This design comes from an exercise in tuning for small area, a short achievable clock period and few clock cycles on the open sky130 flow, not from production work. RTL that was checked went through simulation tests only; none was proved equivalent to the original. Power figures rest on the tool's default switching activity, not on a simulated workload.

build 39:
==> flow/design.v (excerpt) <==
module Integrate(
input clock,
input reset,enter,
input [7:0]Nin,
input prog_we,
input [4:0]prog_addr,
input [7:0]prog_data,
output halt,
output [7:0]Nout,
output inwait
);
Size in the first run: ~1200 cells after synthesis, ~35 I/O pins, roughly 17000 um^2 of cells after synthesis.
==> flow/config.mk <==
export PLATFORM = sky130hd
export DESIGN_NAME = Integrate
export DESIGN_NICKNAME = Integrate
export VERILOG_FILES = /design/flow/design.v
export SDC_FILE = /design/flow/constraint.sdc
export NUM_CORES = 4
export LEC_CHECK = 0
export CAP_MARGIN = 20
export CORE_MARGIN = 2
export CORE_UTILIZATION = 40
export CTS_CLUSTER_DIAMETER = 100
export CTS_CLUSTER_SIZE = 26
export SETUP_SLACK_MARGIN = 2.4
export SLEW_MARGIN = 20
==> flow/constraint.sdc <==
create_clock -name core_clock -period 5.0 [get_ports {clock}]
set_input_delay 1.0000 -clock core_clock [delete_from_list [all_inputs] [get_ports {clock}]]
set_output_delay 1.0000 -clock core_clock [all_outputs]
set_load 0.01 [all_outputs]
run.sh (not shown) runs the stock make flow with config.mk's settings and CLKGATE_MAP_FILE= SYNTH_SCRIPT=/design/flow/synth_recipe.tcl, a recipe that flattens the netlist after the stock synthesis.
Input changes introduced in build 77 (baseline for comparison: build 39):
# build 39
export LEC_CHECK = 0
export CAP_MARGIN = 20
export CORE_MARGIN = 2
export CORE_UTILIZATION = 40
export CTS_CLUSTER_DIAMETER = 100
export CTS_CLUSTER_SIZE = 26
export SETUP_SLACK_MARGIN = 2.4
export SLEW_MARGIN = 20
create_clock -name core_clock -period 5.0 [get_ports {clock}]
# build 77
export LEC_CHECK = 0
export CAP_MARGIN = 20
export CORE_MARGIN = 2
export CORE_UTILIZATION = 40
export CTS_CLUSTER_DIAMETER = 100
export CTS_CLUSTER_SIZE = 26
export SETUP_SLACK_MARGIN = 2.9
export SLEW_MARGIN = 20
create_clock -name core_clock -period 5.0 [get_ports {clock}]
--- outcome ---
- Compared with build 39, placement density in the core of build 77 is higher.
- Comparing build 39 against build 77, there is no change at all in synthesized cell count.
- Any difference in clock insertion delay at the later pin of the skew report between build 77 and build 39 is small enough to ignore.
> inputs changed (build 77 -> build 87)
# build 77
export LEC_CHECK = 0
export CAP_MARGIN = 20
export CORE_MARGIN = 2
export CORE_UTILIZATION = 40
export CTS_CLUSTER_DIAMETER = 100
export CTS_CLUSTER_SIZE = 26
export SETUP_SLACK_MARGIN = 2.9
export SLEW_MARGIN = 20
create_clock -name core_clock -period 5.0 [get_ports {clock}]
# build 87
export LEC_CHECK = 0
export CAP_MARGIN = 20
export CORE_MARGIN = 2
export CORE_UTILIZATION = 40
export CTS_CLUSTER_DIAMETER = 100
export CTS_CLUSTER_SIZE = 26
export SETUP_SLACK_MARGIN = 2.6
export SLEW_MARGIN = 20
create_clock -name core_clock -period 5.0 [get_ports {clock}]
==> comparison <==
Of build 77 and build 87, the run reporting the lower area of all placed cells without fillers was build 87. Status: global placer's final weighted congestion parity (build 87, build 77). Comparing build 87 with build 77, the number of multi-input logic gates came out essentially unchanged. In build 87 relative to build 77, peak supply drop had gone down by more than 10%. Summary: with build 77 as the reference, non-clock buffer count in build 87 moved down by more than 10%. From build 77 to build 87 the numbers moved as follows: first-pass GRT wire length went down, global-route usage went down.
For build 69, these inputs were changed with respect to build 87:
# build 87
export LEC_CHECK = 0
export CAP_MARGIN = 20
export CORE_MARGIN = 2
export CORE_UTILIZATION = 40
export CTS_CLUSTER_DIAMETER = 100
export CTS_CLUSTER_SIZE = 26
export SETUP_SLACK_MARGIN = 2.6
export SLEW_MARGIN = 20
create_clock -name core_clock -period 5.0 [get_ports {clock}]
# build 69
export LEC_CHECK = 0
export CAP_MARGIN = 20
export CORE_MARGIN = 2
export CORE_UTILIZATION = 40
export CTS_CLUSTER_DIAMETER = 100
export CTS_CLUSTER_SIZE = 26
export SETUP_SLACK_MARGIN = 2.4
export SLEW_MARGIN = 20
create_clock -name core_clock -period 5.0 [get_ports {clock}]
==> flow/flow/run.sh (new file) <==
#!/bin/bash
# The standard layout, with two resizer settings changed: gates may be resized
# to any drive strength (not only within one footprint), and the port buffers
# are plain buf_2 cells.  Each tool's output is in the ORFS logs under orfs/;
# make's own output goes to standard.log.
bash standard.sh MATCH_CELL_FOOTPRINT=0 "BUFFER_PORTS_ARGS=-buffer_cell sky130_fd_sc_hd__buf_2" finish > standard.log 2>&1
==> flow/standard.sh (new file) <==
#!/bin/bash
# synth_recipe.tcl (not shown) runs the flow's synth.tcl, then flattens the netlist and writes it again
# the make line also repeats each setting of config.mk as NAME=value (left out here)
make -C /OpenROAD-flow-scripts/flow DESIGN_CONFIG=/design/flow/config.mk WORK_HOME=/design/flow/orfs CLKGATE_MAP_FILE= SYNTH_SCRIPT=/design/flow/synth_recipe.tcl "${@:-finish}"
removed: flow/run.sh
## What came out
Delta (build 69 minus build 87): fraction of layout instances using a drive strength above 1 now smaller; level count of the clock H-tree comparable; area of the die comparable; switching power total now smaller; power share of the clock group now larger. Build 87 → build 69: post-route total power dropped about 9%, total met3 wirelength after detailed routing dropped 11%. Diff build 87 and build 69: area of all placed cells without fillers lower in build 69. Top routing layer in use = met4: build 87; top routing layer in use = met5: build 69. [compare] base=build 87 new=build 69: global routing usage on met1 shows a reduction of 1.4 points, share of total power in combinational logic shows a reduction of 5.0 points. Build 69: all stages complete, timing, DRC and antenna checks passed. Between build 87 and build 69, the required time at the worst-slack endpoint figures differ only marginally.
Function was not checked in any run of this note: the RTL went through the layout flow alone.


Another version of the RTL of Integrate (not shown whole).
Size in the first run: about 320 flip-flops, about 35 I/O pins.
Settings: LEC_CHECK=0, CAP_MARGIN=20, CORE_MARGIN=2, CORE_UTILIZATION=40, SETUP_SLACK_MARGIN=2.0, SLEW_MARGIN=20; clock period 5.0 ns.
Stock flow here: none of the scripts above is used.
Testbench counts at the start, summed over its fixed seeds: cycles 11,113.
Change:
--- a/flow/config.mk
+++ b/flow/config.mk
@@ -10,3 +10,3 @@
 export CORE_UTILIZATION = 40
-export SETUP_SLACK_MARGIN = 2.0
+export SETUP_SLACK_MARGIN = 2.4
 export SLEW_MARGIN = 20
After rerunning:
- via count increases by 2.0%
- routed wire length grows by 2.5%
- non-clock buffer count climbs by 55
- design area came out higher by 6.7%
- count of clock-buffer cells in the layout climbs by 2
- setup slack improved by 0.34 ns
- clock skew rose by 0.010 ns
Change:
--- a/flow/config.mk
+++ b/flow/config.mk
@@ -10,2 +10,4 @@
 export CORE_UTILIZATION = 40
+export CTS_CLUSTER_DIAMETER = 100
+export CTS_CLUSTER_SIZE = 30
 export SETUP_SLACK_MARGIN = 2.4
After rerunning: Wire length goes down by 0.47%; die area does not change; sequential share of layout area increases by 1.1 points; count of clock-buffer cells in the layout fell by 23; via count is lower by 1.1%.
Change:
--- a/flow/config.mk
+++ b/flow/config.mk
@@ -10,5 +10,3 @@
 export CORE_UTILIZATION = 40
-export CTS_CLUSTER_DIAMETER = 100
-export CTS_CLUSTER_SIZE = 30
-export SETUP_SLACK_MARGIN = 2.4
+export SETUP_SLACK_MARGIN = 2.8
 export SLEW_MARGIN = 20
Outcome: Non-clock buffer count is higher by 57; global-route usage is higher by 1.4 points; synthesized area stays the same; via count is higher by 4.7%; wire length is higher by 7.2%; cell count is higher by 5.3%.


Integrate, a different RTL version from the one above (not shown whole).
For scale: ~1200 cells after synthesis, about 35 I/O pins, ~0.017 mm² of cells after synthesis.
// Integrate
module Integrate(
input clock,
input reset,enter,
input [7:0]Nin,
input prog_we,
input [4:0]prog_addr,
input [7:0]prog_data,
output halt,
output [7:0]Nout,
output inwait
);
make LEC_CHECK=0 CAP_MARGIN=20 CORE_MARGIN=2 CORE_UTILIZATION=40 CTS_CLUSTER_DIAMETER=100 CTS_CLUSTER_SIZE=26 SETUP_SLACK_MARGIN=2.8 SLEW_MARGIN=20 finish   # period 5.0 ns
Testbench counts at the start, summed over its fixed seeds: cycles 11,140.
Rerun with:
==> flow/flow/run.sh (new file) <==
#!/bin/bash
# The standard layout, with two resizer settings changed: gates may be resized
# to any drive strength (not only within one footprint), and the port buffers
# are plain buf_2 cells.  Each tool's output is in the ORFS logs under orfs/;
# make's own output goes to standard.log.
bash standard.sh MATCH_CELL_FOOTPRINT=0 "BUFFER_PORTS_ARGS=-buffer_cell sky130_fd_sc_hd__buf_2" finish > standard.log 2>&1
==> flow/standard.sh (new file) <==
#!/bin/bash
# synth_recipe.tcl (not shown) runs the flow's synth.tcl, then flattens the netlist and writes it again
# the make line also repeats each setting of config.mk as NAME=value (left out here)
make -C /OpenROAD-flow-scripts/flow DESIGN_CONFIG=/design/flow/config.mk WORK_HOME=/design/flow/orfs CLKGATE_MAP_FILE= SYNTH_SCRIPT=/design/flow/synth_recipe.tcl "${@:-finish}"
- SETUP_SLACK_MARGIN: 2.8 -> 2.4
removed: flow/run.sh
Final area fell by 11%; global-route usage fell by 1.3 points; via count fell by 5.8%; setup slack barely changes; synthesized cell count is unchanged; hold slack gets worse by 0.095 ns; critical path depth stays the same; routed wire length fell by about 6%; non-clock buffer count fell by 109; utilization fell by 5.7 points.
Rerun with:
- SETUP_SLACK_MARGIN: 2.4 -> 2.2
- wire length came out lower by about 1.7%
- core utilization falls by 1.8 points
- total power falls by about 2.6%
- non-clock buffer count went down by 40
- worst hold slack is better by 0.17 ns
- via count drops by 0.47%
Rerun with:
==> flow/run.sh (new file) <==
#!/bin/bash
# synth_recipe.tcl (not shown) runs the flow's synth.tcl, then flattens the netlist and writes it again
# the make line also repeats each setting of config.mk as NAME=value (left out here)
make -C /OpenROAD-flow-scripts/flow DESIGN_CONFIG=/design/flow/config.mk WORK_HOME=/design/flow/orfs CLKGATE_MAP_FILE= SYNTH_SCRIPT=/design/flow/synth_recipe.tcl finish
- SETUP_SLACK_MARGIN: 2.2 -> 2.4
removed: flow/flow/run.sh
removed: flow/standard.sh
Wire length goes up by about 2.3%; first-iteration DRC count climbs by 1.2%; via count goes up by about 2.7%; power came out higher by 3.6%; register-to-register slack improved by 0.21 ns; cell area went up by about 5.5%.

## re-timing with driven ports
Ports are ideal in the flow. The routed layouts listed here were re-timed in OpenROAD.
Step 1 assumes that a clkbuf_16 drives the clock port and a buf_2 every other input.
Step 2 adds t to the input delays and takes it off the output delays; t is the mean of the earliest and latest rising clock arrival at the registers after step 1. Input paths then give back, and output paths get back, about the clock's delay inside the block.
Three values: ideal, step 1, step 2; two values: the first two.
| run | shift t [ns] | setup slack, ns | hold slack, ns | worst setup path after step 2 | slew at the worst register clock pin (ns) |
|---|---|---|---|---|---|
| build 39 | 0.581 | 2.336 / 2.369 / 1.788 | 0.544 / 0.544 / 0.544 | input to register | 0.11 / 0.11 |
| build 77 | 0.590 | 2.326 / 2.326 / 1.849 | 0.559 / 0.559 / 0.559 | input to register | 0.11 / 0.11 |
| build 87 | 0.575 | 2.343 / 2.343 / 1.896 | 0.556 / 0.556 / 0.556 | input to register | 0.11 / 0.11 |
| build 69 | 0.579 | 2.296 / 2.296 / 1.728 | 0.560 / 0.560 / 0.560 | input to register | 0.11 / 0.11 |
| the first run of note 2 | 0.584 | 2.012 / 2.042 / 1.458 | 0.485 / 0.485 / 0.485 | input to register | 0.07 / 0.07 |
| the second run of note 2 | 0.611 | 2.349 / 2.289 / 1.801 | 0.482 / 0.472 / 0.482 | input to register | 0.07 / 0.07 |
| the third run of note 2 | 0.589 | 2.319 / 2.271 / 1.797 | 0.487 / 0.487 / 0.487 | input to register | 0.12 / 0.12 |
| the fourth run of note 2 | 0.589 | 2.352 / 2.298 / 1.859 | 0.515 / 0.515 / 0.515 | input to register | 0.06 / 0.06 |
| the first run of note 3 | 0.583 | 2.418 / 2.313 / 1.731 | 0.405 / 0.415 / 0.507 | input to register | 0.11 / 0.11 |
| the second run of note 3 | 0.591 | 2.416 / 2.383 / 1.791 | 0.310 / 0.271 / 0.500 | input to register | 0.12 / 0.12 |
| the third run of note 3 | 0.579 | 2.157 / 2.157 / 1.718 | 0.478 / 0.452 / 0.478 | input to register | 0.11 / 0.11 |
| the fourth run of note 3 | 0.585 | 2.371 / 2.371 / 1.830 | 0.488 / 0.488 / 0.488 | input to register | 0.11 / 0.11 |
After both steps setup and hold are still met in every run listed. The setup slack of the first run of note 3, which loses most, moves by -0.105 ns with the drivers and by -0.687 ns with both steps.
